Context: an optimization exercise on an open-source flow, tuned for small area. The choices shown serve that exercise and are no tape-out recipe.
At most, simulation tests tie the RTL to the original design; equivalence was not proved.
The RTL of runs 1 and 2 was laid out without a check of its function.
Power is estimated from default activity; no workload was simulated.

$ cat design.v
module alu #(
    parameter WIDTH     = 8,
    parameter BITS      = 64,
    parameter PRECISION = 2
) (
    input  logic                 clk, rst,
    input  logic [     BITS-1:0] a,
    input  logic [     BITS-1:0] b,
    output logic [     BITS-1:0] result_final,
    input  logic [PRECISION-1:0] precision,
    input  logic [          3:0] opcode,
    output logic                 carry
);
  logic sub;
  assign sub = (opcode[2] & opcode[1]) | (opcode[3] & opcode[0]) | (opcode[3] & opcode[1]);
  logic [7:0] split, top;
  assign split[0] = 1'b1;
  assign split[1] = ~precision[0] & ~precision[1];
  assign split[2] = ~precision[1];
  assign split[3] = ~precision[0] & ~precision[1];
  assign split[4] = ~(precision[0] & precision[1]);
  assign split[5] = ~precision[0] & ~precision[1];
  assign split[6] = ~precision[1];
  assign split[7] = ~precision[0] & ~precision[1];
  assign top = {1'b1, split[7:1]};
  logic op_and, op_or, op_xor, op_sum, op_eq, op_ne, op_avg, op_max, op_min, op_mm;
  assign op_and = (opcode == 4'b0000);
  assign op_or  = (opcode == 4'b0001);
  assign op_xor = (opcode == 4'b0010);
  assign op_sum = (opcode == 4'b0011) | (opcode == 4'b0110);
  assign op_eq  = (opcode == 4'b0100);
  assign op_ne  = (opcode == 4'b0101);
  assign op_avg = (opcode == 4'b0111) | (opcode == 4'b1000);
  assign op_max = (opcode == 4'b1001);
  assign op_min = (opcode == 4'b1010);
  assign op_mm  = op_max | op_min;
  logic [63:0] p, g, s;
  logic [7:0]  ngb, npb, nc7, cb, ncb;
  for (genvar k = 0; k < 8; k++) begin : g_byte
    byte_add u_add (
        .a(a[8*k+7:8*k]), .b(b[8*k+7:8*k]), .sub(sub), .cb(cb[k]), .ncb(ncb[k]),
        .p(p[8*k+7:8*k]), .g(g[8*k+7:8*k]), .s(s[8*k+7:8*k]),
        .ngb(ngb[k]), .npb(npb[k]), .nc7(nc7[k])
    );
  end
  logic [7:0] gb, pb;
  for (genvar k = 0; k < 8; k++) begin : g_bgp
    if (k < 7) begin
      assign gb[k] = split[k+1] ? sub : ~ngb[k];
      assign pb[k] = ~split[k+1] & ~npb[k];
    end else begin
      assign gb[k] = ~ngb[k];
      assign pb[k] = ~npb[k];
    end
  end
  logic [8:0] cbx;
  assign cbx[0] = sub;
  for (genvar k = 0; k < 8; k++) begin : g_bc
    logic [k:0] term;
    always_comb begin
      cbx[k+1] = sub & (&pb[k:0]);
      for (int j = 0; j <= k; j++) begin
        logic t;
        t = gb[j];
        for (int m = j + 1; m <= k; m++) t = t & pb[m];
        cbx[k+1] = cbx[k+1] | t;
      end
    end
  end
  assign cb  = cbx[7:0];
  assign ncb = ~cbx[7:0];
  logic [7:0] zb, eql, ltb, ltl;
  for (genvar k = 0; k < 8; k++) begin : g_cmp
    assign zb[k]  = ~|p[8*k+7:8*k];    
    assign ltb[k] = g[8*k+7] | (p[8*k+7] & nc7[k]);
  end
  always_comb begin
    unique case (precision)
      2'b00:   eql = zb;
      2'b01:   eql = {1'b0, &zb[7:6], 1'b0, &zb[5:4], 1'b0, &zb[3:2], 1'b0, &zb[1:0]};
      2'b10:   eql = {3'b0, &zb[7:4], 3'b0, &zb[3:0]};
      default: eql = {7'b0, &zb};
    endcase
  end
  always_comb begin
    unique case (precision)
      2'b00:   ltl = ltb;
      2'b01:   ltl = {{2{ltb[7]}}, {2{ltb[5]}}, {2{ltb[3]}}, {2{ltb[1]}}};
      2'b10:   ltl = {{4{ltb[7]}}, {4{ltb[3]}}};
      default: ltl = {8{ltb[7]}};
    endcase
  end
  logic [63:0] res;
  for (genvar k = 0; k < 8; k++) begin : g_res
    logic tb_, ka, kb, kv7, neqb;
    assign tb_  = ltl[k] ^ op_min;                  
    assign kb   = op_or | (op_mm & tb_);
    assign ka   = op_or | (op_mm & ~tb_);
    assign kv7  = op_avg & ~top[k];
    assign neqb = ~(split[k] & ((op_eq & eql[k]) | (op_ne & ~eql[k])));
    for (genvar j = 0; j < 8; j++) begin : g_bit
      localparam int i = 8 * k + j;
      logic r0n, r1n;
      c_aoi222 u_r0 (.a1(op_and), .a2(g[i]), .b1(op_xor), .b2(p[i]), .c1(op_sum), .c2(s[i]), .y(r0n));
      if (i == 63) begin
        c_aoi22 u_r1 (.a1(ka), .a2(a[i]), .b1(kb), .b2(b[i]), .y(r1n));
      end else begin
        c_aoi222 u_r1 (.a1(j == 7 ? kv7 : op_avg), .a2(s[i+1]), .b1(ka), .b2(a[i]), .c1(kb), .c2(b[i]), .y(r1n));
      end
      if (j == 0) c_nand3 u_r2 (.a(r0n), .b(r1n), .c(neqb), .y(res[i]));
      else        c_nand2 u_r2 (.a(r0n), .b(r1n), .y(res[i]));
    end
  end
  logic [63:0] res_q;
  logic        co_q;
  always_ff @(posedge clk or posedge rst) begin
    if (rst) begin
      res_q        <= '0;
      co_q         <= 1'b0;
      result_final <= '0;
    end else begin
      res_q        <= res;
      co_q         <= cbx[8];
      result_final <= res_q;
    end
  end
  assign carry = co_q;
endmodule
module byte_add (
    input  logic [7:0] a, b,
    input  logic       sub, cb, ncb,
    output logic [7:0] p, g, s,
    output logic       ngb, npb, nc7
);
  logic [7:0] bm, k;
  logic [7:0] gc;    
  logic [7:0] pc;    
  logic [7:0] c;     
  for (genvar j = 0; j < 8; j++) begin : g_bit
    c_xor2 u_bm (.a(b[j]), .b(sub), .y(bm[j]));
    c_ha   u_ha (.a(a[j]), .b(bm[j]), .s(p[j]), .c(g[j]));
    if (j == 2 || j == 4 || j == 6) c_nor2 u_k (.a(a[j]), .b(bm[j]), .y(k[j]));
    else assign k[j] = 1'b0;
  end
  assign gc[0] = g[0];
  assign pc[0] = p[0];
  for (genvar j = 1; j < 8; j++) begin : g_rip
    if (j % 2 == 1) begin
      c_aoi21 u_g (.a1(p[j]), .a2(gc[j-1]), .b1(g[j]), .y(gc[j]));    
      c_nand2 u_p (.a(p[j]), .b(pc[j-1]), .y(pc[j]));                 
    end else begin
      c_aoi21 u_g (.a1(p[j]), .a2(gc[j-1]), .b1(k[j]), .y(gc[j]));    
      c_nor2b u_p (.a(pc[j-1]), .bn(p[j]), .y(pc[j]));                
    end
  end
  assign ngb = gc[7];
  assign npb = pc[7];
  c_xor2 u_s0 (.a(p[0]), .b(cb), .y(s[0]));
  for (genvar j = 1; j < 8; j++) begin : g_sum
    if ((j - 1) % 2 == 0) begin
      c_aoi21 u_c (.a1(pc[j-1]), .a2(cb), .b1(gc[j-1]), .y(c[j]));
      c_xnor2 u_s (.a(p[j]), .b(c[j]), .y(s[j]));
    end else begin
      c_o21ai u_c (.a1(pc[j-1]), .a2(ncb), .b1(gc[j-1]), .y(c[j]));
      c_xor2  u_s (.a(p[j]), .b(c[j]), .y(s[j]));
    end
  end
  assign c[0] = cb;
  assign nc7 = c[7];    
endmodule
module c_xor2 (input logic a, b, output logic y);
  assign y = a ^ b;
endmodule
module c_xnor2 (input logic a, b, output logic y);
  assign y = ~(a ^ b);
endmodule
module c_ha (input logic a, b, output logic s, c);
  assign s = a ^ b;
  assign c = a & b;
endmodule
module c_nor2 (input logic a, b, output logic y);
  assign y = ~(a | b);
endmodule
module c_nor2b (input logic a, bn, output logic y);
  assign y = ~(a | ~bn);
endmodule
module c_nand2 (input logic a, b, output logic y);
  assign y = ~(a & b);
endmodule
module c_nand3 (input logic a, b, c, output logic y);
  assign y = ~(a & b & c);
endmodule
module c_aoi21 (input logic a1, a2, b1, output logic y);
  assign y = ~((a1 & a2) | b1);
endmodule
module c_o21ai (input logic a1, a2, b1, output logic y);
  assign y = ~((a1 | a2) & b1);
endmodule
module c_aoi22 (input logic a1, a2, b1, b2, output logic y);
  assign y = ~((a1 & a2) | (b1 & b2));
endmodule
module c_aoi222 (input logic a1, a2, b1, b2, c1, c2, output logic y);
  assign y = ~((a1 & a2) | (b1 & b2) | (c1 & c2));
endmodule
$ cat flow/run.sh
#!/bin/bash
# Standard synthesis, then every combinational cell is set to its smallest
# drive strength (the layout's repair steps size up what timing needs), then
# the standard layout with the ports buffered by buf_1.
set -euo pipefail
bash standard.sh synth > synth.log 2>&1
openroad -no_init -exit flow/downsize.tcl > downsize.log 2>&1
export BUFFER_PORTS_ARGS="-buffer_cell sky130_fd_sc_hd__buf_1"
bash standard.sh > layout.log 2>&1
$ cat flow/downsize.tcl
# Swap each combinational cell of the synthesized netlist to the _1 (or _0)
# drive strength of the same cell, when that is smaller.
set odb_file orfs/results/sky130hd/alu/base/1_synth.odb
read_db $odb_file
set db [ord::get_db]
set n 0
foreach inst [[ord::get_db_block] getInsts] {
  set m [$inst getMaster]
  set name [$m getName]
  if { ![regexp {^(sky130_fd_sc_hd__[a-z0-9]+)_([0-9]+)$} $name -> base drive] } { continue }
  if { [regexp {__(df|dl|sdf|edf|conb|tap|fill|decap|clkdlybuf|dlygate|dlymetal)} $base] } { continue }
  set best $m
  foreach d {0 1} {
    set cand [$db findMaster ${base}_$d]
    if { $cand ne "NULL" && [expr {[$cand getWidth] < [[set best] getWidth]}] } { set best $cand }
  }
  if { $best ne $m } {
    $inst swapMaster $best
    incr n
  }
}
puts "downsized $n instances"
write_db $odb_file
$ cat standard.sh
#!/bin/bash
# synth_recipe.tcl (not shown) runs the flow's synth.tcl, then flattens the netlist and writes it again
# the make line also repeats each setting of config.mk as NAME=value (left out here)
make -C /OpenROAD-flow-scripts/flow DESIGN_CONFIG=/design/flow/config.mk WORK_HOME=/design/flow/orfs CLKGATE_MAP_FILE= SYNTH_SCRIPT=/design/flow/synth_recipe.tcl "${@:-finish}"
$ cat config.mk
export PLATFORM = sky130hd
export DESIGN_NAME = alu
export DESIGN_NICKNAME = alu
export VERILOG_FILES = /design/flow/design.v
export SDC_FILE = /design/flow/constraint.sdc
export NUM_CORES = 4
export LEC_CHECK = 0
export CAP_MARGIN = 20
export CORE_MARGIN = 2
export CORE_UTILIZATION = 40
export SLEW_MARGIN = 20
export SYNTH_HIERARCHICAL = 1
export SYNTH_MINIMUM_KEEP_SIZE = 0
$ cat constraint.sdc
create_clock -name core_clock -period 6.0 [get_ports {clk}]
set_input_delay 1.2000 -clock core_clock [delete_from_list [all_inputs] [get_ports {clk}]]
set_output_delay 1.2000 -clock core_clock [all_outputs]
set_load 0.01 [all_outputs]
==> impl_metrics.tcl, run 1 <==
set metrics [dict create \
    status "timing/DRC/antenna clean" \
    timing.fmax_mhz 175 \
    cts_hold_buf 0 \
    slew_viol_final 0 \
    maxSlewHeadroom_pct 42.9 \
    clkLatencyLatePin_ns 0.42 \
    min_to "result_final[22]" \
    synth.net_count 1116 \
    worstPathMaxFanout 8 \
    finalSetupViolCount 0 \
    fin_worst_skew_ns 0.00500 \
    numCtsBuffers 17 \
    p_leak_nw 5.03 \
    syn_area_sq_um 8790 \
    antenna_found_initial 2 \
    drc_errors 0 \
    routedWlPerCell_microns 19.3 \
    worstSetupEndpointType "register" \
    hp-class "register to register" \
    grt_max_degree 67 \
    cts_buffer_depth 2 \
    cts_tree "yes" \
    dp_cells 1473 \
    cts.sinks 129 \
    postSynthAreaPerCell_sq_um 9.60 \
    gp_congestion 0.892 \
    core_area_sq_um 21700 \
    ff2ff_setup_slack_ns 5.48 \
    htreeDepth 4 \
    row_count 54 \
    die_h_microns 152 \
    hold_viol_final 0 \
    nets 1418 \
    filler_cell_count 2026 \
    finish.instance_area_sq_um 11600 \
    drtIter0Drc 1038 \
    setup.worst_path.class "input port to register" \
    min_from "res_q[22]" \
    cap_violations 0 \
    synthCells 916 \
    wl_met1_microns 12000 \
    arrival_ns 5.99 \
    dr.max_layer_used "met5" \
    routed_wl_microns 29100 \
    hold_depth 0 \
    io_pins 201 \
    ys.warnings.count 7 \
    track_usage_pct 24.6 \
    p_per_area_nw_per_um2 305 \
    route.met2.wl_microns 14200 \
    fin_crit_sh_pct 95.3 \
    final_layout_size_suffix_gt1_share_pct 17.1 \
    initial_utilization_pct 40.5 \
    die-area_sq_um 23200 \
    viasPerCell 6.03 \
    r2r-start "res_q[8]" \
    grt_pass1_vias 8998 \
    worst-endpoint-required_ns 6.28 \
    clock-root-buffer "clkbuf_16" \
    worst_pin_slew_ns 0.856 \
    reg2reg_depth 0 \
    area_delta_synth_final_pct 32.4 \
    first_pass_iters 6 \
    ir_drop_v 0.000189 \
    start_kind "input port" \
    dpl_cell_area_sq_um 10800 \
    reg2reg_to "result_final[8]" \
    grt_first_pass_wirelength_microns 46400 \
    layout_min_cycle_time_ns 5.72 \
    ant_nets 0 \
    dpl.hpwl_microns 20700 \
    met3WireLength_microns 2170 \
    grt.overflow.total 0 \
    numPortBuffers 200 \
    fp.dieW_microns 152 \
    final_cells 1512 \
    via_count 9111 \
    clkTransAtPathRegs_ns 0.06 \
    rsz0062_at_grt "no" \
]
critical path, stage by stage:
cell and delay, ns:
buf_1 0.11, a21oi_4 0.19, nor2_4 0.07, buf_4 0.15, clkbuf_16 0.17, buf_4 0.14
xor2_1 0.18, ha_2 0.34, a21oi_2 0.18, a21oi_2 0.08, a21oi_1 0.22, a21oi_2 0.11
a21oi_2 0.20, nor3_2 0.07, o21ai_1 0.25, and3_4 0.25, o211ai_1 0.12, a21boi_2 0.20
a21oi_1 0.18, a21oi_1 0.13, a211o_1 0.34, a21oi_2 0.18, a211oi_1 0.11, a21o_1 0.25
buf_4 0.16, a222oi_1 0.26, nand2_1 0.14
per-stage QoR:
stage | power [W] | utilization [%] | TNS [ns] | worst slack (ns) | hold slack [ns]
5_1_grt | 0.00376 | 53.7 | 0 | 0.000860 | 0.353
3_5_place_dp | 0.00239 | 49.8 | -7.74 | -0.266 | 0.335
6_report | 0.00356 | 53.7 | 0 | 0.285 | 0.344
3_3_place_gp | 0.00238 | 49.8 | -1.07 | -0.113 | 0.332
4_1_cts | 0.00354 | 52.8 | 0 | 0.142 | 0.345
2_1_floorplan | 0.00194 | - | -39.79 | -0.733 | 0.331
power by group:
| group | leakage [nW] | internal [W] | switching (W) | total [W] |
|---|---|---|---|---|
| Combinational | 3.07 | 0.000564 | 0.000765 | 0.00133 |
| Sequential | 1.66 | 0.00105 | 0.0000513 | 0.00110 |
| Clock | 0.305 | 0.000717 | 0.000412 | 0.00113 |
| Total | 5.03 | 0.00233 | 0.00123 | 0.00356 |
how the worst max path moves through the flow:
stage | end | slack, ns | startpoint | cells after the start
after floorplan | res_q[8] | -0.73 | opcode[1] | 24
after global placement | res_q[16] | -0.11 | opcode[3] | 27
after detailed placement | res_q[21] | -0.27 | opcode[3] | 27
after CTS | res_q[16] | 0.14 | opcode[3] | 27
after global routing | res_q[0] | 0.0009 | opcode[0] | 27
final | res_q[38] | 0.28 | opcode[0] | 27
timing repair:
action / CTS / global route
endpoints found under the setup margin: 0 / 56
gates resized for setup: 0 / 34
buffers inserted: 0 / 5
layer usage:
metal	vias to the layer above	global-route usage, %
met5	-	0
met3	49	5.23
met4	4	9.17
met1	4400	31.2
li1	4242	-
met2	416	41.4
cells in the final DEF (no fill, tap or decap), types with 3 or more instances in the layout:
cell type / count
clkbuf_16: 18
mux2i_1: 6
nand2_2: 3
o31a_1: 3
clkinv_2: 3
a211oi_1: 6
clkinvlp_4: 3
a221oi_4: 3
nor2_1: 39
inv_1: 8
o211ai_1: 3
xnor2_1: 32
a222oi_1: 127
nor4_1: 18
nor2b_1: 22
nand3_1: 9
o21ai_0: 12
buf_1: 199
nor2_2: 4
a21oi_4: 3
a21oi_2: 22
nor2b_2: 5
o21a_1: 3
nand2_1: 111
ha_1: 63
xor2_1: 95
o21ai_1: 29
a21oi_1: 77
dfrtp_1: 129
a21o_1: 3
a22oi_1: 5
buf_4: 109
bufinv_16: 4
registers in the layout, summed over array words and instances, names as in the netlist:
name,count
co_q,1
result_final,64
res_q,64
layout make-up:
class,instances,area (sq um),share of cell area [%]
inverter,10,42.5,0.365
clock inverter,13,184,1.58
clock buffer,19,453,3.89
timing repair buffer,311,1620,13.9
tap,280,350,3.01
antenna,1,2.50,0.0215
multi-input combinational,749,5770,49.5
sequential,129,3230,27.7
==> inputs of run 2 (changes only) <==
--- a/config.mk
+++ b/config.mk
@@ -7,7 +7,9 @@
 export LEC_CHECK = 0
 export CAP_MARGIN = 20
 export CORE_MARGIN = 2
-export CORE_UTILIZATION = 40
+export CORE_UTILIZATION = 60
+export CTS_BUF_LIST = sky130_fd_sc_hd__clkbuf_4 sky130_fd_sc_hd__clkbuf_8
+export GPL_TIMING_DRIVEN = 0
 export SLEW_MARGIN = 20
 export SYNTH_HIERARCHICAL = 1
 export SYNTH_MINIMUM_KEEP_SIZE = 0
==> run 2 against run 1 <==
  * Critical endpoint is now res_q[32]
  * Clock-buffer cell count is 2 higher
  * Still clean
  * Sequential share of layout area is 1.5 points higher
  * Utilization up 23 points
  * Synthesized cell count unchanged
  * Non-clock buffer count down 49
  * Via count about the same
  * Final cell count down 9.7%
  * Die area fell by 33%
  * Sequential power barely moved
  * Critical path depth stayed put
==> impl_metrics.tcl, run 2 <==
set metrics [dict create \
    gp_congestion 0.919 \
    fp.dieW_microns 125 \
    cts.sinks 129 \
    hold_viol_final 0 \
    area_delta_synth_final_pct 25.6 \
    die_h_microns 125 \
    maxSlewHeadroom_pct 40.4 \
    viasPerCell 6.67 \
    routedWlPerCell_microns 19.6 \
    p_per_area_nw_per_um2 284 \
    hp-class "register to register" \
    final_cells 1366 \
    io_pins 201 \
    holdWs_ns 0.346 \
    ys.warnings.count 7 \
    p_leak_nw 4.65 \
    nets 1369 \
    slew_viol_final 0 \
    grt_pass1_vias 8716 \
    cts_hold_buf 0 \
    numPortBuffers 198 \
    via_count 9108 \
    dpl.hpwl_microns 18500 \
    clock-root-buffer "clkbuf_8" \
    diodes 0 \
    start_kind "input port" \
    antenna_found_initial 0 \
    dp_cells 1315 \
    cp_slowest_cell "a211o_1" \
    first_pass_iters 11 \
    crit_path_frequent_cell "a21oi_1" \
    critPathMaxStageDelay_ns 0.36 \
    grt_max_degree 78 \
    core_area_sq_um 14400 \
    initial_utilization_pct 61.0 \
    final_layout_size_suffix_gt1_share_pct 13.0 \
    worstPathMaxFanout 20 \
    worstSetupEndpointType "register" \
    htreeDepth 4 \
    worst_pin_slew_ns 0.885 \
    fin_crit_sh_pct 97.4 \
    setup.worst_path.class "input port to register" \
    drtIter0Drc 1400 \
    worst-endpoint-required_ns 6.33 \
    ant_nets 0 \
    numCtsBuffers 17 \
    grt.overflow.total 0 \
    clkTransAtPathRegs_ns 0.08 \
    arrival_ns 6.17 \
    cts_buffer_depth 2 \
    synth.net_count 1116 \
    cts_tree "yes" \
    final_cell_mix "buf_1, dfrtp_1, a222oi_1, nand2_1, xor2_1" \
    status "timing/DRC/antenna clean" \
    timing.fmax_mhz 171 \
    layout_commonest_cell "buf_1" \
    top_regs "res_q (64), result_final (64), co_q (1)" \
    postSynthAreaPerCell_sq_um 9.60 \
    layout_min_cycle_time_ns 5.84 \
    row_count 44 \
    track_usage_pct 33.4 \
    routed_wl_microns 26700 \
    clkLatencyLatePin_ns 0.47 \
    grt_first_pass_wirelength_microns 42500 \
    die-area_sq_um 15600 \
    synthCells 916 \
    syn_area_sq_um 8790 \
    drc_errors 0 \
    fin_worst_skew_ns 0.00951 \
    finalSetupViolCount 0 \
    filler_cell_count 1080 \
    cap_violations 0 \
    ir_drop_v 0.000167 \
]
## run 2: power breakdown
| part | leakage (nW) | switching, W | internal, W |
|---|---|---|---|
| registers | 1.66 | 0.0000483 | 0.00104 |
| logic | 2.79 | 0.000759 | 0.000508 |
| clock network | 0.206 | 0.000373 | 0.000409 |
| total | 4.65 | 0.00118 | 0.00196 |
## run 2: final timing paths
check | slack [ns] | to | cells after the start | from
hold / removal | 0.35 | result_final[37] | 0 | res_q[37]
setup reg to reg | 5.49 | result_final[24] | 0 | res_q[24]
min in group asynchronous | 0.77 | res_q[46] | 2 | rst
setup / recovery | 0.16 | res_q[32] | 27 | opcode[3]
hold reg to reg | 0.35 | result_final[37] | 0 | res_q[37]
max in group asynchronous | 4.49 | result_final[31] | 3 | rst
## run 2: per-stage QoR
| stage | setup TNS, ns | util, % | setup slack (ns) | cell area [sq um] | power, W |
|---|---|---|---|---|---|
| floorplan | -39.79 | - | -0.733 | 9020 | 0.00194 |
| global placement | -153.03 | 69.3 | -2.62 | 9990 | 0.00223 |
| detailed placement | -62.67 | 71.3 | -1.20 | 10300 | 0.00227 |
| CTS | 0 | 75.0 | 0.0180 | 10800 | 0.00308 |
| global route | -0.385 | 76.6 | -0.0748 | 11000 | 0.00332 |
| finish | 0 | 76.6 | 0.156 | 11000 | 0.00314 |
## run 2: final cells by class
cell class	instances	area [sq um]	area share (%)
Sequential cell	129	3230	29.2
Multi-Input combinational cell	749	5820	52.7
Buffer	28	134	1.21
Clock inverter	11	129	1.17
Inverter	10	46.3	0.419
Clock buffer	21	283	2.56
Timing Repair Buffer	234	1170	10.6
Tap cell	184	230	2.08
## run 2: timing repair
| action | 4_1_cts | 5_1_grt |
|---|---|---|
| gates resized for setup | 11 | 43 |
| gates cloned | 0 | 0 |
| pin swaps | 5 | 20 |
| endpoints found under the setup margin | 64 | 64 |
| buffers inserted | 8 | 11 |
## run 2: critical path: cells and delay by family
family                   cells  cell delay (ns)
AO/OA/AOI/OAI               18             3.35
XOR/XNOR                     1             0.17
adder cells (fa/ha/maj)      1             0.35
buffers and inverters        3             0.49
AND/OR/NAND/NOR              4             0.57
## run 2: routing by layer
layer	global-route usage, %	routed length [microns]	vias to the layer above
li1	-	-	4153
met1	42.7	10500	4338
met2	54.9	12900	551
met3	7.62	2500	66
met4	14.2	811	0
met5	0	0	-
==> inputs of run 3 (changes only) <==
--- a/design.v
+++ b/design.v
@@ -43,36 +43,52 @@
         .ngb(ngb[k]), .npb(npb[k]), .nc7(nc7[k])
     );
   end
-  logic [7:0] gb, pb;
-  for (genvar k = 0; k < 8; k++) begin : g_bgp
-    if (k < 7) begin
-      assign gb[k] = split[k+1] ? sub : ~ngb[k];
-      assign pb[k] = ~split[k+1] & ~npb[k];
-    end else begin
-      assign gb[k] = ~ngb[k];
-      assign pb[k] = ~npb[k];
-    end
-  end
-  logic [8:0] cbx;
-  assign cbx[0] = sub;
-  for (genvar k = 0; k < 8; k++) begin : g_bc
-    logic [k:0] term;
-    always_comb begin
-      cbx[k+1] = sub & (&pb[k:0]);
-      for (int j = 0; j <= k; j++) begin
-        logic t;
-        t = gb[j];
-        for (int m = j + 1; m <= k; m++) t = t & pb[m];
-        cbx[k+1] = cbx[k+1] | t;
-      end
-    end
-  end
-  assign cb  = cbx[7:0];
-  assign ncb = ~cbx[7:0];
-  logic [7:0] zb, eql, ltb, ltl;
+  logic nsub;
+  logic [7:0] e1n;                  
+  logic [7:0] eg, ep;               
+  assign nsub = ~sub;
+  for (genvar e = 1; e < 8; e++) begin : g_el
+    assign e1n[e] = ~(split[e] & sub);
+    c_o21ai u_g (.a1(ngb[e-1]), .a2(split[e]), .b1(e1n[e]), .y(eg[e]));
+    c_nor2  u_p (.a(npb[e-1]), .b(split[e]), .y(ep[e]));
+  end
+  logic [7:0] n1g, n1p;
+  c_aoi21 u_l1g1 (.a1(ep[1]), .a2(sub), .b1(eg[1]), .y(n1g[1]));
+  for (genvar e = 2; e < 8; e++) begin : g_l1
+    c_aoi21 u_g (.a1(ep[e]), .a2(eg[e-1]), .b1(eg[e]), .y(n1g[e]));
+    c_nand2 u_p (.a(ep[e]), .b(ep[e-1]), .y(n1p[e]));
+  end
+  logic [7:0] l2g, l2p;
+  c_o21ai u_l2g2 (.a1(n1p[2]), .a2(nsub), .b1(n1g[2]), .y(l2g[2]));
+  for (genvar e = 3; e < 8; e++) begin : g_l2
+    c_o21ai u_g (.a1(n1p[e]), .a2(n1g[e-2]), .b1(n1g[e]), .y(l2g[e]));
+    if (e >= 4) c_nor2 u_p (.a(n1p[e]), .b(n1p[e-2]), .y(l2p[e]));
+  end
+  logic cb1;
+  c_inv u_cb1 (.a(n1g[1]), .y(cb1));
+  logic [7:0] n3g;
+  c_aoi21 u_l3g4 (.a1(l2p[4]), .a2(sub),    .b1(l2g[4]), .y(n3g[4]));
+  c_aoi21 u_l3g5 (.a1(l2p[5]), .a2(cb1),    .b1(l2g[5]), .y(n3g[5]));
+  c_aoi21 u_l3g6 (.a1(l2p[6]), .a2(l2g[2]), .b1(l2g[6]), .y(n3g[6]));
+  c_aoi21 u_l3g7 (.a1(l2p[7]), .a2(l2g[3]), .b1(l2g[7]), .y(n3g[7]));
+  assign cb[0]  = sub;
+  assign ncb[0] = nsub;
+  assign cb[1]  = cb1;
+  assign ncb[1] = n1g[1];
+  assign cb[2]  = l2g[2];
+  c_inv u_ncb2 (.a(l2g[2]), .y(ncb[2]));
+  assign cb[3]  = l2g[3];
+  c_inv u_ncb3 (.a(l2g[3]), .y(ncb[3]));
+  for (genvar e = 4; e < 8; e++) begin : g_cb
+    assign ncb[e] = n3g[e];
+    c_inv u_cb (.a(n3g[e]), .y(cb[e]));
+  end
+  logic co;
+  c_o21ai u_co (.a1(npb[7]), .a2(ncb[7]), .b1(ngb[7]), .y(co));
+  logic [7:0] zb, eql, ltb;
   for (genvar k = 0; k < 8; k++) begin : g_cmp
     assign zb[k]  = ~|p[8*k+7:8*k];    
-    assign ltb[k] = g[8*k+7] | (p[8*k+7] & nc7[k]);
+    c_a21o u_lt (.a1(p[8*k+7]), .a2(nc7[k]), .b1(g[8*k+7]), .y(ltb[k]));
   end
   always_comb begin
     unique case (precision)
@@ -82,20 +98,44 @@
       default: eql = {7'b0, &zb};
     endcase
   end
-  always_comb begin
-    unique case (precision)
-      2'b00:   ltl = ltb;
-      2'b01:   ltl = {{2{ltb[7]}}, {2{ltb[5]}}, {2{ltb[3]}}, {2{ltb[1]}}};
-      2'b10:   ltl = {{4{ltb[7]}}, {4{ltb[3]}}};
-      default: ltl = {8{ltb[7]}};
-    endcase
-  end
+  logic d0, d1, d2, d3;
+  assign d0 = ~precision[1] & ~precision[0];
+  assign d1 = ~precision[1] &  precision[0];
+  assign d2 =  precision[1] & ~precision[0];
+  assign d3 =  precision[1] &  precision[0];
+  logic [7:0] nltl;
+  logic ll0a, ll0b, ll0;
+  c_aoi22  u_ll0a (.a1(d0), .a2(ltb[0]), .b1(d1), .b2(ltb[1]), .y(ll0a));
+  c_aoi22  u_ll0b (.a1(d2), .a2(ltb[3]), .b1(d3), .b2(ltb[7]), .y(ll0b));
+  c_nand2  u_ll0  (.a(ll0a), .b(ll0b), .y(ll0));
+  c_inv    u_nl0  (.a(ll0), .y(nltl[0]));
+  logic d23, d12, d13;
+  assign d23 = precision[1];
+  assign d12 = precision[1] ^ precision[0];
+  assign d13 = precision[0];
+  c_aoi222 u_nl1 (.a1(~precision[0] & ~precision[1] | precision[0] & ~precision[1]), .a2(ltb[1]),
+                  .b1(d2), .b2(ltb[3]), .c1(d3), .c2(ltb[7]), .y(nltl[1]));
+  c_aoi222 u_nl2 (.a1(d0), .a2(ltb[2]), .b1(d1 | d2), .b2(ltb[3]), .c1(d3), .c2(ltb[7]), .y(nltl[2]));
+  c_aoi22  u_nl3 (.a1(~d3), .a2(ltb[3]), .b1(d3), .b2(ltb[7]), .y(nltl[3]));
+  c_aoi222 u_nl4 (.a1(d0), .a2(ltb[4]), .b1(d1), .b2(ltb[5]), .c1(d23), .c2(ltb[7]), .y(nltl[4]));
+  c_aoi22  u_nl5 (.a1(~d23), .a2(ltb[5]), .b1(d23), .b2(ltb[7]), .y(nltl[5]));
+  c_aoi22  u_nl6 (.a1(d0), .a2(ltb[6]), .b1(~d0), .b2(ltb[7]), .y(nltl[6]));
+  assign nltl[7] = ltb[7];    
   logic [63:0] res;
   for (genvar k = 0; k < 8; k++) begin : g_res
     logic tb_, ka, kb, kv7, neqb;
-    assign tb_  = ltl[k] ^ op_min;                  
-    assign kb   = op_or | (op_mm & tb_);
-    assign ka   = op_or | (op_mm & ~tb_);
+    logic kbl, kbn, kal, kan;
+    assign kbl = op_or | op_max;
+    assign kbn = op_or | op_min;
+    assign kal = op_or | op_min;
+    assign kan = op_or | op_max;
+    if (k == 7) begin
+      c_mux2 u_kb (.a0(kbn), .a1(kbl), .s(nltl[k]), .y(kb));
+      c_mux2 u_ka (.a0(kan), .a1(kal), .s(nltl[k]), .y(ka));
+    end else begin
+      c_mux2 u_kb (.a0(kbl), .a1(kbn), .s(nltl[k]), .y(kb));
+      c_mux2 u_ka (.a0(kal), .a1(kan), .s(nltl[k]), .y(ka));
+    end
     assign kv7  = op_avg & ~top[k];
     assign neqb = ~(split[k] & ((op_eq & eql[k]) | (op_ne & ~eql[k])));
     for (genvar j = 0; j < 8; j++) begin : g_bit
@@ -120,7 +160,7 @@
       result_final <= '0;
     end else begin
       res_q        <= res;
-      co_q         <= cbx[8];
+      co_q         <= co;
       result_final <= res_q;
     end
   end
@@ -202,3 +242,12 @@
 module c_aoi222 (input logic a1, a2, b1, b2, c1, c2, output logic y);
   assign y = ~((a1 & a2) | (b1 & b2) | (c1 & c2));
 endmodule
+module c_inv (input logic a, output logic y);
+  assign y = ~a;
+endmodule
+module c_a21o (input logic a1, a2, b1, output logic y);
+  assign y = (a1 & a2) | b1;
+endmodule
+module c_mux2 (input logic a0, a1, s, output logic y);
+  assign y = s ? a1 : a0;
+endmodule
--- a/config.mk
+++ b/config.mk
@@ -7,8 +7,7 @@
 export LEC_CHECK = 0
 export CAP_MARGIN = 20
 export CORE_MARGIN = 2
-export CORE_UTILIZATION = 60
-export CTS_BUF_LIST = sky130_fd_sc_hd__clkbuf_4 sky130_fd_sc_hd__clkbuf_8
+export CORE_UTILIZATION = 40
 export GPL_TIMING_DRIVEN = 0
 export SLEW_MARGIN = 20
 export SYNTH_HIERARCHICAL = 1
==> run 3 against run 2 <==
  * Still clean
  * Worst setup slack better by 0.053 ns
  * Total power increased by 8.3%
  * Flip-flop and latch count unchanged
  * Utilization fell by 25 points
  * Area after synthesis shrank 0.37%
  * Critical endpoint is now res_q[14]
  * Largest power group unchanged
==> impl_metrics.tcl, run 3 <==
set metrics [dict create \
    clkTransAtPathRegs_ns 0.05 \
    fin_crit_sh_pct 96.5 \
    clock-root-buffer "clkbuf_16" \
    antenna_found_initial 0 \
    cts_tree "yes" \
    cts_buffer_depth 2 \
    cap_violations 0 \
    via_count 8653 \
    finalSetupViolCount 0 \
    drc_errors 0 \
    setup.worst_path.class "input port to register" \
    layout_commonest_cell "buf_1" \
    p_per_area_nw_per_um2 304 \
    ys.warnings.count 7 \
    track_usage_pct 24.0 \
    core_area_sq_um 21700 \
    initial_utilization_pct 40.4 \
    layout_min_cycle_time_ns 5.79 \
    filler_cell_count 2032 \
    worstSetupEndpointType "register" \
    gp_congestion 0.810 \
    cts.sinks 129 \
    p_leak_nw 4.75 \
    syn_area_sq_um 8760 \
    die_h_microns 152 \
    top_regs "res_q (64), result_final (64), co_q (1)" \
    drtIter0Drc 1019 \
    fp.dieW_microns 152 \
    numPortBuffers 198 \
    final_cell_mix "buf_1, a222oi_1, dfrtp_1, nand2_1, xor2_1" \
    diodes 0 \
    fin_worst_skew_ns 0.00552 \
    synthCells 896 \
    timing.fmax_mhz 173 \
    clkLatencyLatePin_ns 0.41 \
    routed_wl_microns 28400 \
    io_pins 201 \
    synth.net_count 1101 \
    htreeDepth 4 \
    hold_viol_final 0 \
    grt_max_degree 81 \
    maxSlewHeadroom_pct 23.4 \
    area_delta_synth_final_pct 27.7 \
    hp-class "register to register" \
    grt.overflow.total 0 \
    status "timing/DRC/antenna clean" \
    dpl.hpwl_microns 20200 \
    post-route-util_pct 51.6 \
    routedWlPerCell_microns 19.8 \
    postSynthAreaPerCell_sq_um 9.78 \
    slew_viol_final 0 \
    viasPerCell 6.03 \
    ir_drop_v 0.000173 \
    holdWs_ns 0.344 \
    first_pass_iters 8 \
    grt_first_pass_wirelength_microns 45200 \
    nets 1350 \
    final_layout_size_suffix_gt1_share_pct 11.7 \
    worst-endpoint-required_ns 6.27 \
    die-area_sq_um 23100 \
    numCtsBuffers 17 \
    ant_nets 0 \
    arrival_ns 6.06 \
    worstPathMaxFanout 16 \
    start_kind "input port" \
    row_count 54 \
    grt_pass1_vias 8661 \
    worst_pin_slew_ns 1.14 \
]
-- run 3: critical path, stage by stage --
cell	delay [ns]
clkbuf_4	0.21
a21oi_4	0.08
nor2_4	0.19
buf_16	0.19
buf_16	0.17
xor2_1	0.09
ha_2	0.39
a21oi_2	0.08
a21oi_2	0.17
a21oi_2	0.08
a21oi_2	0.17
a21oi_2	0.09
a21oi_2	0.20
a21oi_2	0.10
o21ai_2	0.24
a21oi_4	0.06
buf_4	0.16
o21ai_4	0.18
a21oi_4	0.10
inv_2	0.12
a21oi_2	0.08
a21o_4	0.26
a222oi_1	0.47
mux2_1	0.52
a222oi_1	0.29
nand2_1	0.14
-- run 3: path summary, 6_finish.rpt --
check	to	startpoint	slack, ns	depth (start not counted)
worst max-delay path	res_q[14]	opcode[3]	0.21	26
worst min-delay path	result_final[18]	res_q[18]	0.34	0
worst max register to register	result_final[8]	res_q[8]	5.49	0
worst min register to register	result_final[18]	res_q[18]	0.34	0
max in group asynchronous	res_q[39]	rst	4.46	3
min in group asynchronous	result_final[4]	rst	0.80	2
-- run 3: layout make-up --
cell class	instances	area [sq um]	share of cell area (%)
Buffer	19	103	0.917
Clock buffer	23	478	4.27
Clock inverter	6	82.6	0.738
Inverter	15	67.6	0.604
Multi-Input combinational cell	733	5700	50.9
Sequential cell	129	3230	28.9
Tap cell	280	350	3.13
Timing Repair Buffer	230	1180	10.6
-- run 3: metal layers --
| metal | up-vias | track usage, % | wire length [microns] |
|---|---|---|---|
| met1 | 4214 | 32.6 | 12500 |
| met5 | - | 0 | 0 |
| li1 | 4033 | - | - |
| met3 | 37 | 5.11 | 2000 |
| met2 | 369 | 38.7 | 13300 |
| met4 | 0 | 7.08 | 532 |
-- run 3: power breakdown --
part	switching, W	internal (W)
combinational	0.000762	0.000510
clock	0.000379	0.000636
sequential	0.0000526	0.00106
total	0.00119	0.00221
-- run 3: repair_timing --
item / 4_1_cts / 5_1_grt
hold buffers: 0 / 0
pin swaps: 2 / 12
buffers inserted: 2 / 10
hold endpoints to repair: 0 / 0
resized for setup: 14 / 47
setup endpoints to repair: 64 / 58
-- run 3: metrics by stage --
step / TNS [ns] / cell area, sq um / total power, W / instances / worst slack, ns
after floorplan: -38.40 / 8850 / 0.00195 / 896 / -0.768
after global placement: -194.74 / 9940 / 0.00228 / 1374 / -2.92
after detailed placement: -92.00 / 10300 / 0.00232 / 1394 / -1.58
after CTS: 0 / 10900 / 0.00337 / 1425 / 0.0128
after global routing: -0.0547 / 11200 / 0.00361 / 1435 / -0.0453
final: 0 / 11200 / 0.00340 / 1435 / 0.209
==> inputs of run 4 (changes only) <==
--- a/config.mk
+++ b/config.mk
@@ -7,7 +7,8 @@
 export LEC_CHECK = 0
 export CAP_MARGIN = 20
 export CORE_MARGIN = 2
-export CORE_UTILIZATION = 40
+export CORE_UTILIZATION = 60
+export CTS_BUF_LIST = sky130_fd_sc_hd__clkbuf_4 sky130_fd_sc_hd__clkbuf_8
 export GPL_TIMING_DRIVEN = 0
 export SLEW_MARGIN = 20
 export SYNTH_HIERARCHICAL = 1
==> run 4 against run 3 <==
  * Flip-flop and latch count unchanged
  * Final cell count down 7.2%
  * Still clean
  * Sequential power about the same
  * Critical endpoint is now res_q[32]
  * Total power fell by 9.3%
  * Highest routed layer unchanged
  * First-iteration DRC count rose by 29%
==> impl_metrics.tcl, run 4 <==
set metrics [dict create \
    hp-class "register to register" \
    area_delta_synth_final_pct 22.0 \
    reg2reg_depth 0 \
    hold_depth 0 \
    viasPerCell 6.63 \
    dpl.hpwl_microns 18200 \
    critPathMaxStageDelay_ns 0.52 \
    setup.worst_path.class "input port to register" \
    timing.fmax_mhz 173 \
    drtIter0Drc 1314 \
    ir_drop_v 0.000249 \
    numCtsBuffers 17 \
    final_cell_mix "buf_1, a222oi_1, dfrtp_1, nand2_1, xor2_1" \
    layout_commonest_cell "buf_1" \
    grt_max_degree 82 \
    fin_worst_skew_ns 0.00545 \
    first_pass_iters 8 \
    dpl_cell_area_sq_um 10200 \
    clock-root-buffer "clkbuf_8" \
    postSynthAreaPerCell_sq_um 9.78 \
    synth.net_count 1101 \
    cts_tree "yes" \
    grt.overflow.total 0 \
    clkTransAtPathRegs_ns 0.07 \
    final_cells 1332 \
    antenna_found_initial 0 \
    holdWs_ns 0.346 \
    filler_cell_count 1116 \
    top_regs "res_q (64), result_final (64), co_q (1)" \
    numPortBuffers 198 \
    p_per_area_nw_per_um2 289 \
    io_pins 201 \
    track_usage_pct 32.5 \
    arrival_ns 6.10 \
    ys.warnings.count 7 \
    worst-endpoint-required_ns 6.31 \
    routed_wl_microns 25500 \
    fin_ws_ns 0.215 \
    diodes 0 \
    worst_pin_slew_ns 0.795 \
    cp_slowest_cell "a222oi_1" \
    dp_cells 1295 \
    ant_nets 0 \
    critPathBufInv 4 \
    start_kind "input port" \
    maxSlewHeadroom_pct 46.8 \
    grt_first_pass_wirelength_microns 41100 \
    initial_utilization_pct 60.7 \
    cts.sinks 129 \
    final_layout_size_suffix_gt1_share_pct 9.23 \
    nets 1340 \
    post-route-util_pct 74.1 \
    dpl_worst_slack_ns -1.23 \
    worstSetupEndpointType "register" \
    die-area_sq_um 15600 \
    finalSetupViolCount 0 \
    hold_viol_final 0 \
    synthCells 896 \
    grt_pass1_vias 8363 \
    worstPathMaxFanout 16 \
    crit_path_frequent_cell "a21oi_2" \
    p_leak_nw 4.62 \
    cap_violations 0 \
    gp_congestion 0.931 \
    slew_viol_final 0 \
    cp_top_family "compound AO/OA/AOI/OAI gates" \
    drc_errors 0 \
    row_count 44 \
    status "timing/DRC/antenna clean" \
    via_count 8830 \
    fin_crit_sh_pct 96.4 \
    core_area_sq_um 14400 \
    cts_buffer_depth 2 \
    fp.dieW_microns 125 \
    die_h_microns 125 \
    layout_min_cycle_time_ns 5.78 \
    htreeDepth 4 \
    routedWlPerCell_microns 19.1 \
    cts_hold_buf 0 \
    syn_area_sq_um 8760 \
    finish.instance_area_sq_um 10700 \
    path_depth 25 \
    clkLatencyLatePin_ns 0.46 \
]
[run 4: worst paths after layout]
path                       slack [ns]                to      start
max                              0.22         res_q[32]  opcode[3]
min                              0.35  result_final[47]  res_q[47]
max reg2reg                      5.49  result_final[40]  res_q[40]
min reg2reg                      0.35  result_final[47]  res_q[47]
max in group asynchronous        4.48         res_q[47]        rst
min in group asynchronous        0.77   result_final[4]        rst
[run 4: repair_timing]
action	in CTS	in global routing
endpoints found under the setup margin	64	64
buffers inserted	3	2
pin swaps	2	6
resized for setup	6	25
[run 4: final cells by class]
type / instances / area [sq um] / area share, %
sequential: 129 / 3230 / 30.2
multi-input combinational: 733 / 5590 / 52.3
inverter: 15 / 61.3 / 0.574
buffer: 19 / 103 / 0.960
clock inverter: 10 / 110 / 1.03
timing repair buffer: 220 / 1080 / 10.1
clock buffer: 22 / 284 / 2.66
tap: 184 / 230 / 2.15
[run 4: report_power, final]
| group | internal, W | leakage (nW) | switching (W) |
|---|---|---|---|
| Clock | 0.000402 | 0.207 | 0.000343 |
| Sequential | 0.00106 | 1.66 | 0.0000534 |
| Combinational | 0.000488 | 2.76 | 0.000741 |
[run 4: metal layers]
metal / vias to the layer above / track usage, % / share of wire, %
met1: 4265 / 43.9 / 42
met2: 485 / 52.2 / 47
met3: 52 / 7.09 / 9.2
met4: 0 / 10.7 / 2.1
met5: - / 0 / 0
li1: 4028 / - / -
[run 4: metrics by stage]
step	power (W)	setup TNS, ns
floorplan	0.00195	-38.40
global placement	0.00225	-160.57
detailed placement	0.00230	-69.54
CTS	0.00306	0
global route	0.00328	-0.522
finish	0.00309	0
==> inputs of run 5 (changes only) <==
--- a/config.mk
+++ b/config.mk
@@ -8,7 +8,8 @@
 export CAP_MARGIN = 20
 export CORE_MARGIN = 2
 export CORE_UTILIZATION = 60
-export CTS_BUF_LIST = sky130_fd_sc_hd__clkbuf_4 sky130_fd_sc_hd__clkbuf_8
+export CTS_BUF_LIST = sky130_fd_sc_hd__clkbuf_2 sky130_fd_sc_hd__clkbuf_4
+export CTS_CLUSTER_SIZE = 50
 export GPL_TIMING_DRIVEN = 0
 export SLEW_MARGIN = 20
 export SYNTH_HIERARCHICAL = 1
==> run 5 against run 4 <==
  * Clock power down 23%
  * Synthesized cell count unchanged
  * Via count down 1.8%
  * Still clean
  * Area after synthesis unchanged
  * Non-clock buffer count unchanged
  * Highest routed layer unchanged
==> impl_metrics.tcl, run 5 <==
set metrics [dict create \
    status "timing/DRC/antenna clean" \
    worst_pin_slew_ns 0.777 \
    cap_violations 0 \
    fin_crit_sh_pct 94.7 \
    timing.fmax_mhz 176 \
    cts_tree "yes" \
    drc_errors 0 \
    hold_viol_final 0 \
    die-area_sq_um 15600 \
    die_h_microns 125 \
    met3_usage_pct 7.86 \
    cts_buffer_depth 2 \
    crit_path_frequent_cell "nand2_1" \
    dpl.hpwl_microns 18200 \
    filler_cell_count 1154 \
    clkTransAtPathRegs_ns 0.11 \
    hp-class "register to register" \
    area_delta_synth_final_pct 20.0 \
    clock-root-buffer "clkbuf_4" \
    holdWs_ns 0.349 \
    layout_commonest_cell "buf_1" \
    grt.overflow.total 0 \
    routedWlPerCell_microns 18.8 \
    top_regs "res_q (64), result_final (64), co_q (1)" \
    finish.instance_area_sq_um 10500 \
    grt_util_met2_pct 51.7 \
    synth.net_count 1101 \
    cp_slowest_cell "mux2_1" \
    core_area_sq_um 14400 \
    ant_nets 0 \
    numPortBuffers 198 \
    critPathBufInv 5 \
    viasPerCell 6.51 \
    start_kind "input port" \
    cts.sinks 129 \
    nets 1340 \
    top_usage_layer "met2" \
    cp_top_family "simple AND/OR/NAND/NOR gates" \
    routed_wl_microns 25100 \
    maxSlewHeadroom_pct 48.0 \
    track_usage_pct 32.0 \
    via_count 8674 \
    grt_first_pass_wirelength_microns 40800 \
    htreeDepth 4 \
    setup.worst_path.class "input port to register" \
    dpl_cell_area_sq_um 10200 \
    drtIter0Drc 1098 \
    antenna_found_initial 0 \
    finalSetupViolCount 0 \
    io_pins 201 \
    worstSetupEndpointType "register" \
    dpl_worst_slack_ns -1.23 \
    grt_max_degree 82 \
    fin_worst_skew_ns 0.00949 \
    gp_congestion 0.931 \
    synthCells 896 \
    grtUsageMet1_pct 43.0 \
    row_count 44 \
    critPathMaxStageDelay_ns 0.51 \
    final_cell_mix "buf_1, a222oi_1, dfrtp_1, nand2_1, xor2_1" \
    diodes 0 \
    postSynthAreaPerCell_sq_um 9.78 \
    first_pass_iters 8 \
    slew_viol_final 0 \
    grt_pass1_vias 8311 \
    ir_drop_v 0.000231 \
    fin_ws_ns 0.316 \
    layout_min_cycle_time_ns 5.68 \
    post-route-util_pct 72.9 \
    worst-endpoint-required_ns 6.41 \
    ys.warnings.count 7 \
    p_leak_nw 4.55 \
    numCtsBuffers 17 \
    clkLatencyLatePin_ns 0.55 \
    worstPathMaxFanout 13 \
    arrival_ns 6.10 \
    cts_hold_buf 0 \
    final_layout_size_suffix_gt1_share_pct 8.01 \
    initial_utilization_pct 60.7 \
    syn_area_sq_um 8760 \
    p_per_area_nw_per_um2 276 \
    fp.dieW_microns 125 \
]
-- run 5: what timing repair did --
item | CTS | global route
endpoints found under the setup margin | 64 | 64
pin swaps | 2 | 3
resized for setup | 6 | 10
setup buffers | 2 | 3
-- run 5: stage by stage --
stage / TNS, ns / cells / total power, W
6_report: 0 / 1332 / 0.00290
5_1_grt: -0.00630 / 1332 / 0.00309
4_1_cts: 0 / 1329 / 0.00288
3_5_place_dp: -69.54 / 1295 / 0.00230
3_3_place_gp: -160.57 / 1278 / 0.00225
2_1_floorplan: -38.40 / 896 / 0.00195
-- run 5: where the power goes --
part / switching [W] / internal [W]
Sequential: 0.0000527 / 0.00106
Combinational: 0.000731 / 0.000482
Clock: 0.000321 / 0.000255
Total: 0.00110 / 0.00179
-- run 5: area by class of cell --
type / count / area (sq um) / area share (%)
tap: 184 / 230 / 2.19
multi-input combinational: 733 / 5550 / 52.8
clock inverter: 12 / 118 / 1.12
buffer: 19 / 103 / 0.976
sequential: 129 / 3230 / 30.7
inverter: 15 / 61.3 / 0.583
clock buffer: 20 / 150 / 1.43
timing repair buffer: 220 / 1080 / 10.2
-- run 5: worst paths after layout --
check | slack (ns) | depth (start not counted) | from | endpoint
setup / recovery | 0.32 | 26 | opcode[3] | res_q[32]
hold / removal | 0.35 | 0 | res_q[56] | result_final[56]
setup reg to reg | 5.47 | 0 | res_q[40] | result_final[40]
hold reg to reg | 0.35 | 0 | res_q[56] | result_final[56]
max in group asynchronous | 4.59 | 3 | rst | result_final[40]
min in group asynchronous | 0.67 | 2 | rst | result_final[4]
-- run 5: routing by layer --
| layer | share of wire, % | vias to the layer above |
|---|---|---|
| met4 | 1.8 | 0 |
| met2 | 47 | 412 |
| met3 | 9.1 | 42 |
| li1 | - | 4025 |
| met1 | 42 | 4195 |
| met5 | 0 | - |
==> inputs of run 6 (changes only) <==
--- a/config.mk
+++ b/config.mk
@@ -9,7 +9,7 @@
 export CORE_MARGIN = 2
 export CORE_UTILIZATION = 60
 export CTS_BUF_LIST = sky130_fd_sc_hd__clkbuf_2 sky130_fd_sc_hd__clkbuf_4
-export CTS_CLUSTER_SIZE = 50
+export CTS_CLUSTER_SIZE = 30
 export GPL_TIMING_DRIVEN = 0
 export SLEW_MARGIN = 20
 export SYNTH_HIERARCHICAL = 1
==> run 6 against run 5 <==
  * Still clean
  * Area after synthesis unchanged
  * Via count unchanged
  * Die area unchanged
  * Flip-flop and latch count unchanged
  * Worst setup slack unchanged
  * Total power unchanged
  * Largest power group unchanged
==> impl_metrics.tcl, run 6 <==
set metrics [dict create \
    status "timing/DRC/antenna clean" \
    final_cell_mix "buf_1, a222oi_1, dfrtp_1, nand2_1, xor2_1" \
    worst_pin_slew_ns 0.777 \
    routed_wl_microns 25100 \
    final_cells 1332 \
    grt.overflow.total 0 \
    clockPowerShare_pct 19.9 \
    antenna_found_initial 0 \
    grt_pass1_vias 8311 \
    ys.warnings.count 7 \
    grt_first_pass_wirelength_microns 40800 \
    cp_slowest_cell "mux2_1" \
    core_area_sq_um 14400 \
    crit_path_end "res_q[32]" \
    start_kind "input port" \
    setup_tns_ns 0 \
    fp.dieW_microns 125 \
    clkTransAtPathRegs_ns 0.11 \
    fin_crit_sh_pct 94.7 \
    p_comb_share_pct 41.8 \
    post-route-util_pct 72.9 \
    top_regs "res_q (64), result_final (64), co_q (1)" \
    switching_share_pct 38.1 \
    synth.net_count 1101 \
    reg2reg_to "result_final[40]" \
    clock-root-buffer "clkbuf_4" \
    die_h_microns 125 \
    finalSetupViolCount 0 \
    routedWlPerCell_microns 18.8 \
    cp_top_family "simple AND/OR/NAND/NOR gates" \
    dpl.hpwl_microns 18200 \
    ir_drop_v 0.000231 \
    holdWs_ns 0.349 \
    slew_viol_final 0 \
    cp-startpoint "opcode[3]" \
    seq_power_share_pct 38.3 \
    grt_max_degree 82 \
    internal_power_w 0.00179 \
    viasPerCell 6.51 \
    r2r-start "res_q[40]" \
    drtIter0Drc 1098 \
    area_delta_synth_final_pct 20.0 \
    row_count 44 \
    arrival_ns 6.10 \
    nets 1340 \
    dpl_worst_slack_ns -1.23 \
    fin_worst_skew_ns 0.00949 \
    setup.worst_path.class "input port to register" \
    path_depth 26 \
    reg2reg_depth 0 \
    ff2ff_setup_slack_ns 5.47 \
    cap_violations 0 \
    critPathMaxStageDelay_ns 0.51 \
    fin_ws_ns 0.316 \
    timing.fmax_mhz 176 \
    dp_cells 1295 \
    io_pins 201 \
    worstSetupEndpointType "register" \
    critPathBufInv 5 \
    layout_commonest_cell "buf_1" \
    postSynthAreaPerCell_sq_um 9.78 \
    first_pass_iters 8 \
    hold_viol_final 0 \
    htreeDepth 4 \
    diodes 0 \
    worstPathMaxFanout 13 \
    drc_errors 0 \
    track_usage_pct 32.0 \
    p_switching_w 0.00110 \
    syn_area_sq_um 8760 \
    worst-endpoint-required_ns 6.41 \
    p_per_area_nw_per_um2 276 \
    crit_path_frequent_cell "nand2_1" \
    hp-class "register to register" \
    final_layout_size_suffix_gt1_share_pct 8.01 \
    cts.sinks 129 \
    p_leak_nw 4.55 \
    gp_congestion 0.931 \
    ant_nets 0 \
    layout_min_cycle_time_ns 5.68 \
    min_from "res_q[56]" \
    numPortBuffers 198 \
    synthCells 896 \
    clkLatencyLatePin_ns 0.55 \
    cts_buffer_depth 2 \
    maxSlewHeadroom_pct 48.0 \
    initial_utilization_pct 60.7 \
    cts_tree "yes" \
    die-area_sq_um 15600 \
    via_count 8674 \
    numCtsBuffers 17 \
]
[run 6: final cells by class]
type | count | area (sq um)
Fill cell | 1154 | 3910
Timing Repair Buffer | 220 | 1080
Clock inverter | 12 | 118
Buffer | 19 | 103
Sequential cell | 129 | 3230
Multi-Input combinational cell | 733 | 5550
Clock buffer | 20 | 150
Tap cell | 184 | 230
Inverter | 15 | 61.3
[run 6: metrics by stage]
step	instance area [sq um]	power (W)
floorplan	8850	0.00195
CTS	10500	0.00288
finish	10500	0.00290
detailed placement	10200	0.00230
global placement	9820	0.00225
global route	10500	0.00309
[run 6: power by group through the flow]
| stage | combinational, W | sequential (W) | clock [W] |
|---|---|---|---|
| finish | 0.00121 | 0.00111 | 0.000576 |
| global route | 0.00133 | 0.00113 | 0.000633 |
| CTS | 0.00118 | 0.00111 | 0.000587 |
| detailed placement | 0.00117 | 0.00113 | 0 |
| global placement | 0.00113 | 0.00113 | 0 |
| floorplan | 0.000781 | 0.00117 | 0 |
[run 6: worst min path at each step]
stage	depth (start not counted)	end	slack, ns
after floorplan	0	result_final[0]	0.33
after global placement	0	result_final[26]	0.33
after detailed placement	0	result_final[18]	0.33
after CTS	0	result_final[47]	0.35
after global routing	0	result_final[35]	0.36
final	0	result_final[56]	0.35
[run 6: metal layers]
metal	wire length [microns]	track usage [%]	up-vias
li1	-	-	4025
met1	10500	43.0	4195
met2	11800	51.7	412
met3	2290	7.86	42
met4	444	9.54	0
met5	0	0	-
[run 6: what timing repair did]
item / CTS / global route
setup buffers: 2 / 3
gates resized for setup: 6 / 10
endpoints found under the setup margin: 64 / 64
pin swaps: 2 / 3
hold endpoints to repair: 0 / 0
hold buffers: 0 / 0
==> inputs of run 7 (changes only) <==
--- a/config.mk
+++ b/config.mk
@@ -5,12 +5,12 @@
 export SDC_FILE = /design/flow/constraint.sdc
 export NUM_CORES = 4
 export LEC_CHECK = 0
-export CAP_MARGIN = 20
+export CAP_MARGIN = 0
 export CORE_MARGIN = 2
 export CORE_UTILIZATION = 60
 export CTS_BUF_LIST = sky130_fd_sc_hd__clkbuf_2 sky130_fd_sc_hd__clkbuf_4
 export CTS_CLUSTER_SIZE = 30
 export GPL_TIMING_DRIVEN = 0
-export SLEW_MARGIN = 20
+export SLEW_MARGIN = 0
 export SYNTH_HIERARCHICAL = 1
 export SYNTH_MINIMUM_KEEP_SIZE = 0
==> run 7 against run 6 <==
  * Still clean
  * Die area unchanged
  * Fmax down 1.3%
  * Final area about the same
  * Clock-buffer cell count shrank 3
  * Register-to-register slack barely moved
  * Sequential share of layout area is essentially flat
  * Utilization shrank 0.069 points
  * Clock skew up 0.0067 ns
  * Worst hold slack got worse by 0.0011 ns
  * Critical endpoint unchanged
  * Largest cell class unchanged
  * Largest power group unchanged
  * Highest routed layer unchanged
==> impl_metrics.tcl, run 7 <==
set metrics [dict create \
    status "timing/DRC/antenna clean" \
    worstSetupEndpointType "register" \
    ant_nets 0 \
    clock-root-buffer "clkbuf_4" \
    p_per_area_nw_per_um2 274 \
    synthCells 896 \
    post-route-util_pct 72.8 \
    numPortBuffers 198 \
    grt_first_pass_wirelength_microns 41500 \
    final_cell_mix "buf_1, a222oi_1, dfrtp_1, nand2_1, xor2_1" \
    critPathBufInv 5 \
    fin_crit_sh_pct 96.0 \
    setup.worst_path.class "input port to register" \
    cp_top_family "compound AO/OA/AOI/OAI gates" \
    grt_max_degree 82 \
    cts_tree "yes" \
    track_usage_pct 32.5 \
    grt.overflow.total 0 \
    diodes 0 \
    route.met2.wl_microns 11900 \
    core_area_sq_um 14400 \
    maxSlewHeadroom_pct 29.4 \
    p_leak_nw 4.51 \
    antenna_found_initial 0 \
    postSynthAreaPerCell_sq_um 9.78 \
    routed_wl_microns 25600 \
    hp-class "register to register" \
    initial_utilization_pct 60.7 \
    drtIter0Drc 1241 \
    gp_congestion 0.931 \
    worst-endpoint-required_ns 6.42 \
    dpl.hpwl_microns 17800 \
    cts_hold_buf 0 \
    power_w 0.00287 \
    die_h_microns 125 \
    top_regs "res_q (64), result_final (64), co_q (1)" \
    io_pins 201 \
    syn_area_sq_um 8760 \
    finalSetupViolCount 0 \
    start_kind "input port" \
    nets 1340 \
    drc_errors 0 \
    arrival_ns 6.18 \
    cp_slowest_cell "mux2_2" \
    worst_pin_slew_ns 1.06 \
    via_count 8642 \
    dpl_cell_area_sq_um 10000 \
    first_pass_iters 10 \
    layout_commonest_cell "buf_1" \
    fp.dieW_microns 125 \
    ir_drop_v 0.000151 \
    ys.warnings.count 7 \
    critPathMaxStageDelay_ns 0.42 \
    routedWlPerCell_microns 19.2 \
    die-area_sq_um 15600 \
    met3WireLength_microns 2420 \
    hold_viol_final 0 \
    htreeDepth 4 \
    finish.instance_area_sq_um 10500 \
    cts_buffer_depth 2 \
    synth.net_count 1101 \
    fin_worst_skew_ns 0.0162 \
    worstPathMaxFanout 26 \
    grt_pass1_vias 8382 \
    viasPerCell 6.49 \
    slew_viol_final 0 \
    row_count 44 \
    clkTransAtPathRegs_ns 0.12 \
    numCtsBuffers 17 \
    dp_cells 1290 \
    clkLatencyLatePin_ns 0.56 \
    dr.max_layer_used "met4" \
    cts.sinks 129 \
    area_delta_synth_final_pct 19.9 \
    cap_violations 0 \
    crit_path_frequent_cell "a21oi_2" \
    final_layout_size_suffix_gt1_share_pct 9.15 \
    final_cells 1332 \
    timing.fmax_mhz 174 \
    layout_min_cycle_time_ns 5.76 \
    wl_met1_microns 10700 \
]
## run 7: cell type report
class | count | area (sq um)
Multi-Input combinational cell | 734 | 5600
Fill cell | 1158 | 3920
Sequential cell | 129 | 3230
Timing Repair Buffer | 219 | 1030
Tap cell | 184 | 230
Clock buffer | 17 | 128
Clock inverter | 15 | 120
Buffer | 19 | 103
Inverter | 15 | 61.3
## run 7: per-stage QoR
stage	worst slack (ns)	hold slack (ns)	setup TNS, ns
floorplan	-0.768	0.331	-38.40
global placement	-2.74	0.332	-160.57
detailed placement	-1.86	0.335	-111.36
CTS	0.0163	0.350	0
global route	-0.0559	0.361	-0.0559
finish	0.240	0.348	0
## run 7: path summary, 6_finish.rpt
check	to	from	slack [ns]	depth (start not counted)
setup / recovery	res_q[32]	opcode[3]	0.24	26
min in group asynchronous	result_final[4]	rst	0.65	2
setup reg to reg	result_final[45]	res_q[45]	5.48	0
hold reg to reg	result_final[5]	res_q[5]	0.35	0
hold / removal	result_final[5]	res_q[5]	0.35	0
max in group asynchronous	result_final[47]	rst	4.60	3
## run 7: where the power goes
group | switching, W | leakage [nW] | internal, W
clock | 0.000337 | 0.121 | 0.000199
sequential | 0.0000527 | 1.66 | 0.00106
combinational | 0.000744 | 2.73 | 0.000485
total | 0.00113 | 4.51 | 0.00174
## run 7: layer usage
layer	global-route usage [%]	vias up
li1	-	4026
met1	44.1	4139
met2	52.2	430
met3	7.43	47
met4	10.1	0
met5	0	-
## run 7: timing repair
action / CTS / global route
buffers inserted: 3 / 5
gates resized for setup: 6 / 27
setup endpoints to repair: 64 / 64
pin swaps: 2 / 7
cloned: 1 / 1
==> inputs of run 8 (changes only) <==
==> config.mk (replaced) <==
export PLATFORM = sky130hd
export DESIGN_NAME = alu
export DESIGN_NICKNAME = alu
export VERILOG_FILES = /design/flow/design.v
export SDC_FILE = /design/flow/constraint.sdc
export NUM_CORES = 4
export LEC_CHECK = 0
export CAP_MARGIN = 10
export CORE_MARGIN = 2
export CORE_UTILIZATION = 70
export CTS_BUF_LIST = sky130_fd_sc_hd__clkbuf_2 sky130_fd_sc_hd__clkbuf_4
export CTS_CLUSTER_SIZE = 30
export GPL_TIMING_DRIVEN = 0
export SLEW_MARGIN = 10
export SYNTH_HIERARCHICAL = 1
export SYNTH_MINIMUM_KEEP_SIZE = 0
==> run 8 against run 7 <==
  * Still clean
  * Final cell count fell by 1.4%
  * Register-to-register slack about the same
  * Global-route usage grew 6.4 points
  * Flip-flop and latch count stayed put
  * Fmax fell by 1.2%
  * Area after synthesis did not move
  * First-iteration DRC count grew 46%
  * Synthesized cell count did not move
  * Clock-buffer cell count grew 1
  * Critical path depth unchanged
  * Total power up 4.6%
  * Critical endpoint unchanged
==> impl_metrics.tcl, run 8 <==
set metrics [dict create \
    status "timing/DRC/antenna clean" \
    worst-endpoint-required_ns 6.43 \
    filler_cell_count 674 \
    row_count 40 \
    via_count 9029 \
    holdWs_ns 0.344 \
    dr.max_layer_used "met4" \
    grt_first_pass_wirelength_microns 41100 \
    clkTransAtPathRegs_ns 0.11 \
    ys.warnings.count 7 \
    start_kind "input port" \
    cts.sinks 129 \
    layout_min_cycle_time_ns 5.83 \
    numCtsBuffers 17 \
    finalSetupViolCount 0 \
    initial_utilization_pct 72.3 \
    reg2reg_depth 0 \
    wl_met1_microns 10000 \
    arrival_ns 6.26 \
    track_usage_pct 38.9 \
    min_from "res_q[57]" \
    cp-startpoint "opcode[3]" \
    grt_pass1_vias 8661 \
    fin_worst_skew_ns 0.00946 \
    fp.dieW_microns 116 \
    htreeDepth 4 \
    route.met2.wl_microns 12400 \
    clock-root-buffer "clkbuf_4" \
    final_cells 1313 \
    grt_max_degree 89 \
    hold_viol_final 0 \
    cts_tree "yes" \
    drtIter0Drc 1814 \
    setup_tns_ns 0 \
    hold_depth 0 \
    drc_errors 0 \
    post-route-util_pct 86.8 \
    ant_nets 0 \
    rsz0062_at_grt "yes" \
    p_leak_nw 4.55 \
    layout_commonest_cell "buf_1" \
    area_delta_synth_final_pct 20.1 \
    syn_area_sq_um 8760 \
    dp_cells 1274 \
    synth.net_count 1101 \
    grt.overflow.total 0 \
    ir_drop_v 0.000207 \
    top_regs "res_q (64), result_final (64), co_q (1)" \
    routed_wl_microns 26300 \
    viasPerCell 6.88 \
    slew_viol_final 0 \
    worst_pin_slew_ns 1.02 \
    cap_violations 0 \
    worstPathMaxFanout 24 \
    die-area_sq_um 13400 \
    setup.worst_path.class "input port to register" \
    clkLatencyLatePin_ns 0.57 \
    hp-class "register to register" \
    nets 1338 \
    antenna_found_initial 0 \
    worstSetupEndpointType "register" \
    r2r-start "res_q[54]" \
    synthCells 896 \
    io_pins 201 \
    numPortBuffers 198 \
    fin_crit_sh_pct 97.2 \
    finish.instance_area_sq_um 10500 \
    routedWlPerCell_microns 20.0 \
    die_h_microns 116 \
    met3WireLength_microns 3020 \
    cts_buffer_depth 2 \
    dpl.hpwl_microns 18000 \
    timing.fmax_mhz 172 \
    gp_congestion 0.970 \
    first_pass_iters 11 \
    final_cell_mix "buf_1, a222oi_1, dfrtp_1, nand2_1, xor2_1" \
    maxSlewHeadroom_pct 31.8 \
    postSynthAreaPerCell_sq_um 9.78 \
    final_layout_size_suffix_gt1_share_pct 8.65 \
    cts_hold_buf 0 \
    diodes 0 \
    core_area_sq_um 12100 \
    dpl_cell_area_sq_um 10000 \
    p_per_area_nw_per_um2 286 \
]
run 8: cell type report:
cell class                 count  area, sq um  share of cell area [%]
multi-input combinational    733         5590                    53.2
sequential                   129         3230                    30.7
timing repair buffer         218         1020                    9.71
tap                          168          210                    2.00
clock inverter                13          169                    1.61
clock buffer                  18          135                    1.28
buffer                        19          103                   0.975
inverter                      15         61.3                   0.583
run 8: worst paths after layout:
kind                            slack [ns]               end
worst max-delay path                  0.17         res_q[32]
min in group asynchronous             0.63   result_final[4]
worst min-delay path                  0.34  result_final[57]
worst max register to register        5.49  result_final[54]
worst min register to register        0.34  result_final[57]
max in group asynchronous             4.62  result_final[35]
run 8: report_power, final:
part	internal (W)	switching (W)	total [W]
registers	0.00106	0.0000548	0.00111
logic	0.000486	0.000764	0.00125
clock network	0.000327	0.000317	0.000644
run 8: layer usage:
| metal | GRT usage (%) | vias up |
|---|---|---|
| met1 | 48.8 | 4250 |
| met4 | 17.5 | 0 |
| met2 | 64.4 | 662 |
| met5 | 0 | - |
| li1 | - | 4021 |
| met3 | 8.79 | 96 |
run 8: per-stage QoR:
step / total power [W] / worst slack [ns]
after floorplan: 0.00195 / -0.768
after global placement: 0.00224 / -2.61
after detailed placement: 0.00229 / -1.56
after CTS: 0.00294 / 0.0173
after global routing: 0.00318 / -0.162
final: 0.00301 / 0.170
run 8: timing repair:
action | CTS | global route
setup buffers | 1 | 7
pin swaps | 2 | 7
endpoints found under the setup margin | 64 | 64
resized for setup | 6 | 28
run 8: worst max-delay path, stage by stage:
cell	delay, ns
clkbuf_4	0.20
nor2_2	0.07
nor2_4	0.19
buf_16	0.21
buf_12	0.22
xor2_1	0.10
ha_1	0.40
a21oi_2	0.09
a21oi_1	0.24
a21oi_2	0.11
a21oi_2	0.18
a21oi_1	0.12
a21oi_1	0.20
a21oi_1	0.14
o21ai_2	0.21
a21oi_4	0.07
o21ai_4	0.20
a21oi_4	0.11
inv_2	0.13
a21oi_2	0.09
a21o_4	0.27
a222oi_1	0.42
buf_4	0.19
mux2_4	0.35
a222oi_1	0.37
nand3_1	0.15

-- separate check: timing with driven ports --
The results above use ideal ports. As a check the final layouts listed here were re-extracted and re-timed, cells and wires unchanged.
Step 1: set_driving_cell puts a clkbuf_16 on clk and a buf_2 on each other input, an assumption about the parent block.
Step 2 times the ports against the registers' clock, not the clock port: input delays grow and output delays shrink by t, the midpoint of the rising clock arrivals with the driver on.
Three values: ideal ports, drivers, drivers and shift; two values: the first two.
run | t, ns | setup WS [ns] | worst data-port slew with drivers (ns)
run 1 | 0.463 | 0.285 / 0.292 / -0.171 | 0.08
run 2 | 0.504 | 0.156 / 0.149 / -0.355 | 0.08
run 3 | 0.457 | 0.209 / 0.213 / -0.244 | 0.07
run 4 | 0.495 | 0.215 / 0.211 / -0.284 | 0.08
run 5 | 0.581 | 0.316 / 0.300 / -0.281 | 0.08
run 6 | 0.581 | 0.316 / 0.300 / -0.281 | 0.08
run 7 | 0.587 | 0.240 / 0.228 / -0.360 | 0.08
run 8 | 0.599 | 0.170 / 0.160 / -0.438 | 0.07
Met with ideal ports but missed after step 2: setup timing in every run listed. For run 8, which loses most, drivers alone change the setup slack by -0.010 ns; drivers and shift together by -0.608 ns.
